Source: an optimization exercise on an open RTL-to-GDS flow (aim: small area). Production flows keep margins and buffers that such runs may drop.
At most, simulation tests tie the RTL to the original design; equivalence was not proved.
Power and IR drop assume default switching activity.

// top
module top (
    input wire clk,
    input wire reset,
    input wire run_enable,
    input wire reg_write_enable,
    input wire [1:0] reg_write_addr,
    input wire [3:0] reg_write_data,
    input wire instr_write_enable,
    input wire [3:0] instr_write_addr,
    input wire [15:0] instr_write_data,
    output reg [3:0] pc,
    output wire [15:0] instruction,
    output wire [3:0] result,
    output wire zero,
    output wire negative,
    output wire carry,
    output wire overflow
);
    wire [1:0] dest_addr, src_a_addr, src_b_addr;
    wire [2:0] alu_op;
    wire use_immediate;
    wire [3:0] immediate;
    wire [3:0] a, b, alu_b;
    wire cpu_step;
    wire rf_write_enable;
    wire [1:0] rf_write_addr;
    wire [3:0] rf_write_data;
    instruction_memory imem (
        .clk(clk),
        .reset(reset),
        .write_enable(instr_write_enable),
        .write_addr(instr_write_addr),
        .write_data(instr_write_data),
        .read_addr(pc),
        .instruction(instruction)
    );
    control_unit cu (
        .instruction(instruction),
        .alu_op(alu_op),
        .dest_addr(dest_addr),
        .src_a_addr(src_a_addr),
        .src_b_addr(src_b_addr),
        .use_immediate(use_immediate),
        .immediate(immediate)
    );
    assign cpu_step = run_enable & ~reg_write_enable & ~instr_write_enable;
    assign rf_write_enable = reg_write_enable | cpu_step;
    assign rf_write_addr = reg_write_enable ? reg_write_addr : dest_addr;
    assign rf_write_data = reg_write_enable ? reg_write_data : result;
    register_file rf (
        .clk(clk),
        .reset(reset),
        .write_enable(rf_write_enable),
        .write_addr(rf_write_addr),
        .write_data(rf_write_data),
        .read_addr_a(src_a_addr),
        .read_addr_b(src_b_addr),
        .reg_a(a),
        .reg_b(b)
    );
    assign alu_b = use_immediate ? immediate : b;
    alu alu_inst (
        .a(a),
        .b(alu_b),
        .op(alu_op),
        .result(result),
        .zero(zero),
        .negative(negative),
        .carry(carry),
  ...
Size in the first run: roughly 890 cells after synthesis, roughly 290 flip-flops, ~59 I/O pins, about 0.011 mm^2 of cells after synthesis.
==> module register_file, before the edit <==
module register_file (
    input wire clk,
    input wire reset,
    input wire write_enable,
    input wire [1:0] write_addr,
    input wire [3:0] write_data,
    input wire [1:0] read_addr_a,
    input wire [1:0] read_addr_b,
    output wire [3:0] reg_a,
    output wire [3:0] reg_b
);
    reg [15:0] registers;
    wire [15:0] next_registers;
    genvar r, b;
    generate
        for (r = 0; r < 4; r = r + 1) begin : g_reg
            wire load = write_enable & (write_addr == r);
            for (b = 0; b < 4; b = b + 1) begin : g_bit
                imem_bit_next u_next (
                    .load(load),
                    .hold(~load),
                    .new_bit(write_data[b]),
                    .old_bit(registers[4*r + b]),
                    .next_bit(next_registers[4*r + b])
                );
            end
        end
    endgenerate
    always @(posedge clk or posedge reset) begin
        if (reset)
            registers <= 16'b0;
        else
            registers <= next_registers;
    end
    assign reg_a = registers[4*read_addr_a +: 4];
    assign reg_b = registers[4*read_addr_b +: 4];
endmodule
==> module top, before the edit <==
module top (
    input wire clk,
    input wire reset,
    input wire run_enable,
    input wire reg_write_enable,
    input wire [1:0] reg_write_addr,
    input wire [3:0] reg_write_data,
    input wire instr_write_enable,
    input wire [3:0] instr_write_addr,
    input wire [15:0] instr_write_data,
    output reg [3:0] pc,
    output wire [15:0] instruction,
    output wire [3:0] result,
    output wire zero,
    output wire negative,
    output wire carry,
    output wire overflow
);
    wire [1:0] dest_addr, src_a_addr, src_b_addr;
    wire [2:0] alu_op;
    wire use_immediate;
    wire [3:0] immediate;
    wire [3:0] a, b, alu_b;
    wire cpu_step;
    wire rf_write_enable;
    wire [1:0] rf_write_addr;
    wire [3:0] rf_write_data;
    instruction_memory imem (
        .clk(clk),
        .reset(reset),
        .write_enable(instr_write_enable),
        .write_addr(instr_write_addr),
        .write_data(instr_write_data),
        .read_addr(pc),
        .instruction(instruction)
    );
    control_unit cu (
        .instruction(instruction),
        .alu_op(alu_op),
        .dest_addr(dest_addr),
        .src_a_addr(src_a_addr),
        .src_b_addr(src_b_addr),
        .use_immediate(use_immediate),
        .immediate(immediate)
    );
    assign cpu_step = run_enable & ~reg_write_enable & ~instr_write_enable;
    assign rf_write_enable = reg_write_enable | cpu_step;
    assign rf_write_addr = reg_write_enable ? reg_write_addr : dest_addr;
    assign rf_write_data = reg_write_enable ? reg_write_data : result;
    register_file rf (
        .clk(clk),
        .reset(reset),
        .write_enable(rf_write_enable),
        .write_addr(rf_write_addr),
        .write_data(rf_write_data),
        .read_addr_a(src_a_addr),
        .read_addr_b(src_b_addr),
        .reg_a(a),
        .reg_b(b)
    );
    assign alu_b = use_immediate ? immediate : b;
    alu alu_inst (
        .a(a),
        .b(alu_b),
        .op(alu_op),
        .result(result),
        .zero(zero),
        .negative(negative),
        .carry(carry),
        .overflow(overflow)
    );
    always @(posedge clk or posedge reset) begin
        if (reset) begin
            pc <= 4'b0000;
        end else begin
            pc <= pc + {3'b000, cpu_step};
        end
    end
endmodule
clock: 8.5 ns
lec_check: 0
cap_margin: 5
core_margin: 2
core_utilization: 70
slew_margin: 5
synth_hierarchical: 1
standard.sh (not shown) runs the stock make flow with config.mk's settings and CLKGATE_MAP_FILE= SYNTH_SCRIPT=/design/flow/synth_recipe.tcl, a recipe that flattens the netlist after the stock synthesis.
==> flow/flow/run.sh <==
#!/bin/bash
# The standard layout (standard.sh: the standard flow's synthesis and ORFS flow) with
# changes that only affect sizing and buffering:
#  - every port gets the smallest buffer (buf_1) rather than the default pick;
#  - after floorplan, synthesis buffers are removed and logic cells are set to
#    their smallest drive strength (flow/downsize.tcl); the resizer buffers and
#    upsizes where needed later on;
#  - the clock tree uses larger sink clusters of clkbuf_16 leaf buffers and no
#    dummy loads.
set -euo pipefail
here=$(pwd)
bash standard.sh \
  "BUFFER_PORTS_ARGS=-buffer_cell sky130_fd_sc_hd__buf_1" \
  "POST_FLOORPLAN_TCL=$here/flow/downsize.tcl" \
  "CTS_ARGS=-sink_clustering_enable -repair_clock_nets -sink_clustering_size 30 -sink_clustering_max_diameter 90 -buf_list sky130_fd_sc_hd__clkbuf_16 -root_buf sky130_fd_sc_hd__clkbuf_4 -tree_buf sky130_fd_sc_hd__clkbuf_4 -dont_use_dummy_load" \
  finish > "$here/standard_sh.log" 2>&1
==> flow/flow/downsize.tcl <==
# Remove the buffers synthesis inserted; repair_design re-buffers where needed.
remove_buffers
# Run after floorplan (POST_FLOORPLAN_TCL): give every logic cell the smallest
# drive strength of its family. Synthesis sizes cells for loads it can only
# guess; the resizer's repair_design and repair_timing steps that follow in
# placement, CTS and routing upsize or buffer wherever slew, capacitance or
# timing need it.
set n_down 0
foreach inst [get_cells *] {
  set lc [get_lib_cells -of_objects $inst]
  set name [get_name $lc]
  if {![regexp {^(sky130_fd_sc_hd__[a-z0-9]+)_([0-9]+)$} $name -> base size]} { continue }
  set best $name
  set best_area [get_property $lc area]
  foreach cand [get_lib_cells ${base}_*] {
    set cname [get_name $cand]
    if {![regexp "^${base}_\[0-9\]+\$" $cname]} { continue }
    if {[get_property $cand dont_use]} { continue }
    set a [get_property $cand area]
    if {$a < $best_area} { set best $cname; set best_area $a }
  }
  if {$best ne $name} {
    replace_cell $inst $best
    incr n_down
  }
}
puts "downsize.tcl: downsized $n_down cells"
Next try:
--- a/flow/design.v
+++ b/flow/design.v
@@ -179,11 +179,10 @@
     input wire write_enable,
     input wire [1:0] write_addr,
     input wire [3:0] write_data,
     input wire [1:0] read_addr_a,
-    input wire [1:0] read_addr_b,
     output wire [3:0] reg_a,
-    output wire [3:0] reg_b
+    output wire [15:0] regs
 );
     reg [15:0] registers;
     wire [15:0] next_registers;
     genvar r, b;
@@ -207,9 +206,9 @@
         else
             registers <= next_registers;
     end
     assign reg_a = registers[4*read_addr_a +: 4];
-    assign reg_b = registers[4*read_addr_b +: 4];
+    assign regs = registers;
 endmodule
 `timescale 1ns / 1ps
 module top (
     input wire clk,
@@ -232,9 +231,10 @@
     wire [1:0] dest_addr, src_a_addr, src_b_addr;
     wire [2:0] alu_op;
     wire use_immediate;
     wire [3:0] immediate;
-    wire [3:0] a, b, alu_b;
+    wire [3:0] a, alu_b;
+    wire [15:0] regs;
     wire cpu_step;
     wire rf_write_enable;
     wire [1:0] rf_write_addr;
     wire [3:0] rf_write_data;
@@ -266,13 +266,29 @@
         .write_enable(rf_write_enable),
         .write_addr(rf_write_addr),
         .write_data(rf_write_data),
         .read_addr_a(src_a_addr),
-        .read_addr_b(src_b_addr),
         .reg_a(a),
-        .reg_b(b)
+        .regs(regs)
     );
-    assign alu_b = use_immediate ? immediate : b;
+    wire [3:0] b_sel;
+    genvar k;
+    generate
+        for (k = 0; k < 4; k = k + 1) begin : g_bsel
+            assign b_sel[k] = ~use_immediate & (src_b_addr == k);
+        end
+        for (k = 0; k < 4; k = k + 1) begin : g_b
+            wire [1:0] part_n;
+            imem_read3 u_b (
+                .sel0(b_sel[0]), .bit0(regs[k]),
+                .sel1(b_sel[1]), .bit1(regs[4 + k]),
+                .sel2(b_sel[2]), .bit2(regs[8 + k]),
+                .out_n(part_n[0])
+            );
+            assign part_n[1] = ~((b_sel[3] & regs[12 + k]) | (use_immediate & immediate[k]));
+            assign alu_b[k] = ~&part_n;
+        end
+    endgenerate
     alu alu_inst (
         .a(a),
         .b(alu_b),
         .op(alu_op),
Result: Final area barely changes; via count grows by a few percent; combinational power grows slightly; critical path depth grows by 1; area after synthesis barely changes; non-clock buffer count grows by 2; first-iteration DRC count shrinks by roughly a tenth; final cell count grows slightly; clock skew shrinks by 0.0053 ns.
The RTL of the second run of this note was laid out without a check of its function.

---

The RTL this note starts from:
==> flow/design.v <==
`timescale 1ns / 1ps
module alu (
    input wire [3:0] a,
    input wire [3:0] b,
    input wire [2:0] op,
    output wire [3:0] result,
    output wire zero,
    output wire negative,
    output wire carry,
    output wire overflow
);
    wire sub = op[0];
    wire [3:0] bx = b ^ {4{sub}};
    wire [4:0] c;
    wire [3:0] sum;
    assign c[0] = sub;
    genvar i;
    generate
        for (i = 0; i < 4; i = i + 1) begin : g_add
            assign sum[i] = a[i] ^ bx[i] ^ c[i];
            assign c[i+1] = (a[i] & bx[i]) | (c[i] & (a[i] ^ bx[i]));
        end
    endgenerate
    wire o_arith = ~op[2] & ~op[1];
    wire o_and = ~op[2] & op[1] & ~op[0];
    wire o_or = ~op[2] & op[1] & op[0];
    wire o_xor = op[2] & ~op[1] & ~op[0];
    wire o_sll = op[2] & ~op[1] & op[0];
    wire o_srl = op[2] & op[1] & ~op[0];
    wire o_slt = op[2] & op[1] & op[0];
    wire [3:0] x = a ^ b;
    wire [3:0] n = a & b;
    wire sel_n = o_and | o_or;
    wire sel_x = o_or | o_xor;
    wire [3:0] s;
    assign s[0] = ~b[1] & ~b[0];
    assign s[1] = ~b[1] & b[0];
    assign s[2] = b[1] & ~b[0];
    assign s[3] = b[1] & b[0];
    wire [3:0] l = {4{o_sll}} & s;
    wire [3:0] r = {4{o_srl}} & s;
    wire z = (o_sll | o_srl) & s[0];
    wire [3:0] shift;
    assign shift[0] = (z & a[0]) | (r[1] & a[1]) | (r[2] & a[2]) | (r[3] & a[3]);
    assign shift[1] = (z & a[1]) | (l[1] & a[0]) | (r[1] & a[2]) | (r[2] & a[3]);
    assign shift[2] = (z & a[2]) | (l[1] & a[1]) | (l[2] & a[0]) | (r[1] & a[3]);
    assign shift[3] = (z & a[3]) | (l[1] & a[2]) | (l[2] & a[1]) | (l[3] & a[0]);
    assign result = ({4{o_arith}} & sum) | ({4{sel_n}} & n) | ({4{sel_x}} & x) |
                    shift | {3'b000, o_slt & ~c[4]};
    assign carry = (o_arith & (c[4] ^ sub)) |
                   (l[1] & a[3]) | (l[2] & a[2]) | (l[3] & a[1]) |
                   (r[1] & a[0]) | (r[2] & a[1]) | (r[3] & a[2]);
    assign overflow = o_arith & (c[3] ^ c[4]);
    assign zero = (result == 4'b0000);
    assign negative = result[3];
endmodule
`timescale 1ns / 1ps
module control_unit (
    input wire [15:0] instruction,
    output wire [2:0] alu_op,
    output wire [1:0] dest_addr,
    output wire [1:0] src_a_addr,
    output wire [1:0] src_b_addr,
    output wire use_immediate,
    output wire [3:0] immediate
);
    assign alu_op = instruction[15:13];
    assign dest_addr = instruction[12:11];
    assign src_a_addr = instruction[10:9];
    assign src_b_addr = instruction[8:7];
    assign use_immediate = instruction[6];
    assign immediate = instruction[3:0];
endmodule
`timescale 1ns / 1ps
module instruction_memory (
    input wire clk,
    input wire reset,
    input wire write_enable,
    input wire [3:0] write_addr,
    input wire [15:0] write_data,
    input wire [3:0] read_addr,
    output wire [15:0] instruction
);
    reg [255:0] words;
    reg [15:0] valid;
    wire [255:0] next_words;
    wire [15:0] we;
    wire [15:0] hold;
    wire [15:0] sel;
    genvar w, b;
    generate
        for (w = 0; w < 16; w = w + 1) begin : g_word
            assign we[w] = write_enable & (write_addr == w);
            assign hold[w] = ~we[w];
            assign sel[w] = valid[w] & (read_addr == w);
            for (b = 0; b < 16; b = b + 1) begin : g_bit
                imem_bit_next u_next (
                    .load(we[w]),
                    .hold(hold[w]),
                    .new_bit(write_data[b]),
                    .old_bit(words[16*w + b]),
                    .next_bit(next_words[16*w + b])
                );
            end
            always @(posedge clk or posedge reset) begin
                if (reset)
                    valid[w] <= 1'b0;
                else if (we[w])
                    valid[w] <= 1'b1;
            end
        end
    endgenerate
    always @(posedge clk) begin
        words <= next_words;
    end
    generate
        for (b = 0; b < 16; b = b + 1) begin : g_read
            wire [5:0] part_n;
            for (w = 0; w < 5; w = w + 1) begin : g_grp
                imem_read3 u_read (
                    .sel0(sel[3*w]),     .bit0(words[16*(3*w) + b]),
                    .sel1(sel[3*w + 1]), .bit1(words[16*(3*w + 1) + b]),
                    .sel2(sel[3*w + 2]), .bit2(words[16*(3*w + 2) + b]),
                    .out_n(part_n[w])
                );
            end
            assign part_n[5] = ~(sel[15] & words[16*15 + b]);
            assign instruction[b] = ~&part_n;
        end
    endgenerate
endmodule
module imem_bit_next (
    input wire load,
    input wire hold,
    input wire new_bit,
    input wire old_bit,
    output wire next_bit
);
    assign next_bit = (load & new_bit) | (hold & old_bit);
endmodule
module imem_read3 (
    input wire sel0,
    input wire bit0,
    input wire sel1,
    input wire bit1,
    input wire sel2,
    input wire bit2,
    output wire out_n
);
    assign out_n = ~((sel0 & bit0) | (sel1 & bit1) | (sel2 & bit2));
endmodule
`timescale 1ns / 1ps
module register_file (
    input wire clk,
    input wire reset,
    input wire write_enable,
    input wire [1:0] write_addr,
    input wire [3:0] write_data,
    input wire [1:0] read_addr_a,
    input wire [1:0] read_addr_b,
    output wire [3:0] reg_a,
    output wire [3:0] reg_b
);
    reg [15:0] registers;
    wire [15:0] next_registers;
    genvar r, b;
    generate
        for (r = 0; r < 4; r = r + 1) begin : g_reg
            wire load = write_enable & (write_addr == r);
            for (b = 0; b < 4; b = b + 1) begin : g_bit
                imem_bit_next u_next (
                    .load(load),
                    .hold(~load),
                    .new_bit(write_data[b]),
                    .old_bit(registers[4*r + b]),
                    .next_bit(next_registers[4*r + b])
                );
            end
        end
    endgenerate
    always @(posedge clk or posedge reset) begin
        if (reset)
            registers <= 16'b0;
        else
            registers <= next_registers;
    end
    assign reg_a = registers[4*read_addr_a +: 4];
    assign reg_b = registers[4*read_addr_b +: 4];
endmodule
`timescale 1ns / 1ps
module top (
    input wire clk,
    input wire reset,
    input wire run_enable,
    input wire reg_write_enable,
    input wire [1:0] reg_write_addr,
    input wire [3:0] reg_write_data,
    input wire instr_write_enable,
    input wire [3:0] instr_write_addr,
    input wire [15:0] instr_write_data,
    output reg [3:0] pc,
    output wire [15:0] instruction,
    output wire [3:0] result,
    output wire zero,
    output wire negative,
    output wire carry,
    output wire overflow
);
    wire [1:0] dest_addr, src_a_addr, src_b_addr;
    wire [2:0] alu_op;
    wire use_immediate;
    wire [3:0] immediate;
    wire [3:0] a, b, alu_b;
    wire cpu_step;
    wire rf_write_enable;
    wire [1:0] rf_write_addr;
    wire [3:0] rf_write_data;
    instruction_memory imem (
        .clk(clk),
        .reset(reset),
        .write_enable(instr_write_enable),
        .write_addr(instr_write_addr),
        .write_data(instr_write_data),
        .read_addr(pc),
        .instruction(instruction)
    );
    control_unit cu (
        .instruction(instruction),
        .alu_op(alu_op),
        .dest_addr(dest_addr),
        .src_a_addr(src_a_addr),
        .src_b_addr(src_b_addr),
        .use_immediate(use_immediate),
        .immediate(immediate)
    );
    assign cpu_step = run_enable & ~reg_write_enable & ~instr_write_enable;
    assign rf_write_enable = reg_write_enable | cpu_step;
    assign rf_write_addr = reg_write_enable ? reg_write_addr : dest_addr;
    assign rf_write_data = reg_write_enable ? reg_write_data : result;
    register_file rf (
        .clk(clk),
        .reset(reset),
        .write_enable(rf_write_enable),
        .write_addr(rf_write_addr),
        .write_data(rf_write_data),
        .read_addr_a(src_a_addr),
        .read_addr_b(src_b_addr),
        .reg_a(a),
        .reg_b(b)
    );
    assign alu_b = use_immediate ? immediate : b;
    alu alu_inst (
        .a(a),
        .b(alu_b),
        .op(alu_op),
        .result(result),
        .zero(zero),
        .negative(negative),
        .carry(carry),
        .overflow(overflow)
    );
    always @(posedge clk or posedge reset) begin
        if (reset) begin
            pc <= 4'b0000;
        end else if (cpu_step) begin
            pc <= pc + 4'b0001;
        end
    end
endmodule
Settings: LEC_CHECK=0, CAP_MARGIN=5, CORE_MARGIN=2, CORE_UTILIZATION=70, SLEW_MARGIN=5, SYNTH_HIERARCHICAL=1; clock period 8.5 ns.
==> flow/flow/run.sh <==
#!/bin/bash
# The standard layout (standard.sh: the standard flow's synthesis and ORFS flow) with
# changes that only affect sizing and buffering:
#  - every port gets the smallest buffer (buf_1) rather than the default pick;
#  - after floorplan, synthesis buffers are removed and logic cells are set to
#    their smallest drive strength (flow/downsize.tcl); the resizer buffers and
#    upsizes where needed later on;
#  - the clock tree uses larger sink clusters of clkbuf_16 leaf buffers and no
#    dummy loads.
set -euo pipefail
here=$(pwd)
bash standard.sh \
  "BUFFER_PORTS_ARGS=-buffer_cell sky130_fd_sc_hd__buf_1" \
  "POST_FLOORPLAN_TCL=$here/flow/downsize.tcl" \
  "CTS_ARGS=-sink_clustering_enable -repair_clock_nets -sink_clustering_size 30 -sink_clustering_max_diameter 90 -buf_list sky130_fd_sc_hd__clkbuf_16 -dont_use_dummy_load" \
  finish > "$here/standard_sh.log" 2>&1
Scripts as last shown in full above: flow/flow/downsize.tcl
Then changed:
--- a/flow/design.v
+++ b/flow/design.v
@@ -263,6 +263,6 @@
         if (reset) begin
             pc <= 4'b0000;
-        end else if (cpu_step) begin
-            pc <= pc + 4'b0001;
+        end else begin
+            pc <= pc + {3'b000, cpu_step};
         end
     end
Effect: Worst setup slack gets worse by 0.19 ns. Synthesized area barely changes. Total power goes down by 0.74%. Utilization is about the same. Count of clock-buffer cells in the layout is unchanged.

## what the ideal ports hide
The flow's constraints put no driver on any port. The routed layouts listed below were extracted and timed again, unchanged, in two steps. Step 1: set_driving_cell puts a clkbuf_16 on clk and a buf_2 on each other input, an assumption about the parent block. Step 2, shift: input delay + t, output delay - t, t = (earliest + latest rising clock arrival at the registers) / 2. This alone moves slack from input paths to output paths. a / b / c = ideal / step 1 / step 2; a / b = the first two.
run	shift t [ns]	slack for setup (ns)	worst setup path at the end	clock arrival spread, ns	worst data-port slew with drivers (ns)
the first run of note 1	0.660	0.382 / 0.340 / 1.000	register to output	0.036 / 0.036	0.03
the second run of note 1	0.667	0.343 / 0.301 / 0.968	register to output	0.024 / 0.024	0.07
the first run of note 2	0.523	1.016 / 0.968 / 1.491	register to output	0.024 / 0.024	0.04
the second run of note 2	0.519	0.830 / 0.781 / 1.300	register to output	0.026 / 0.026	0.03
After both steps every run listed still meets setup and hold.
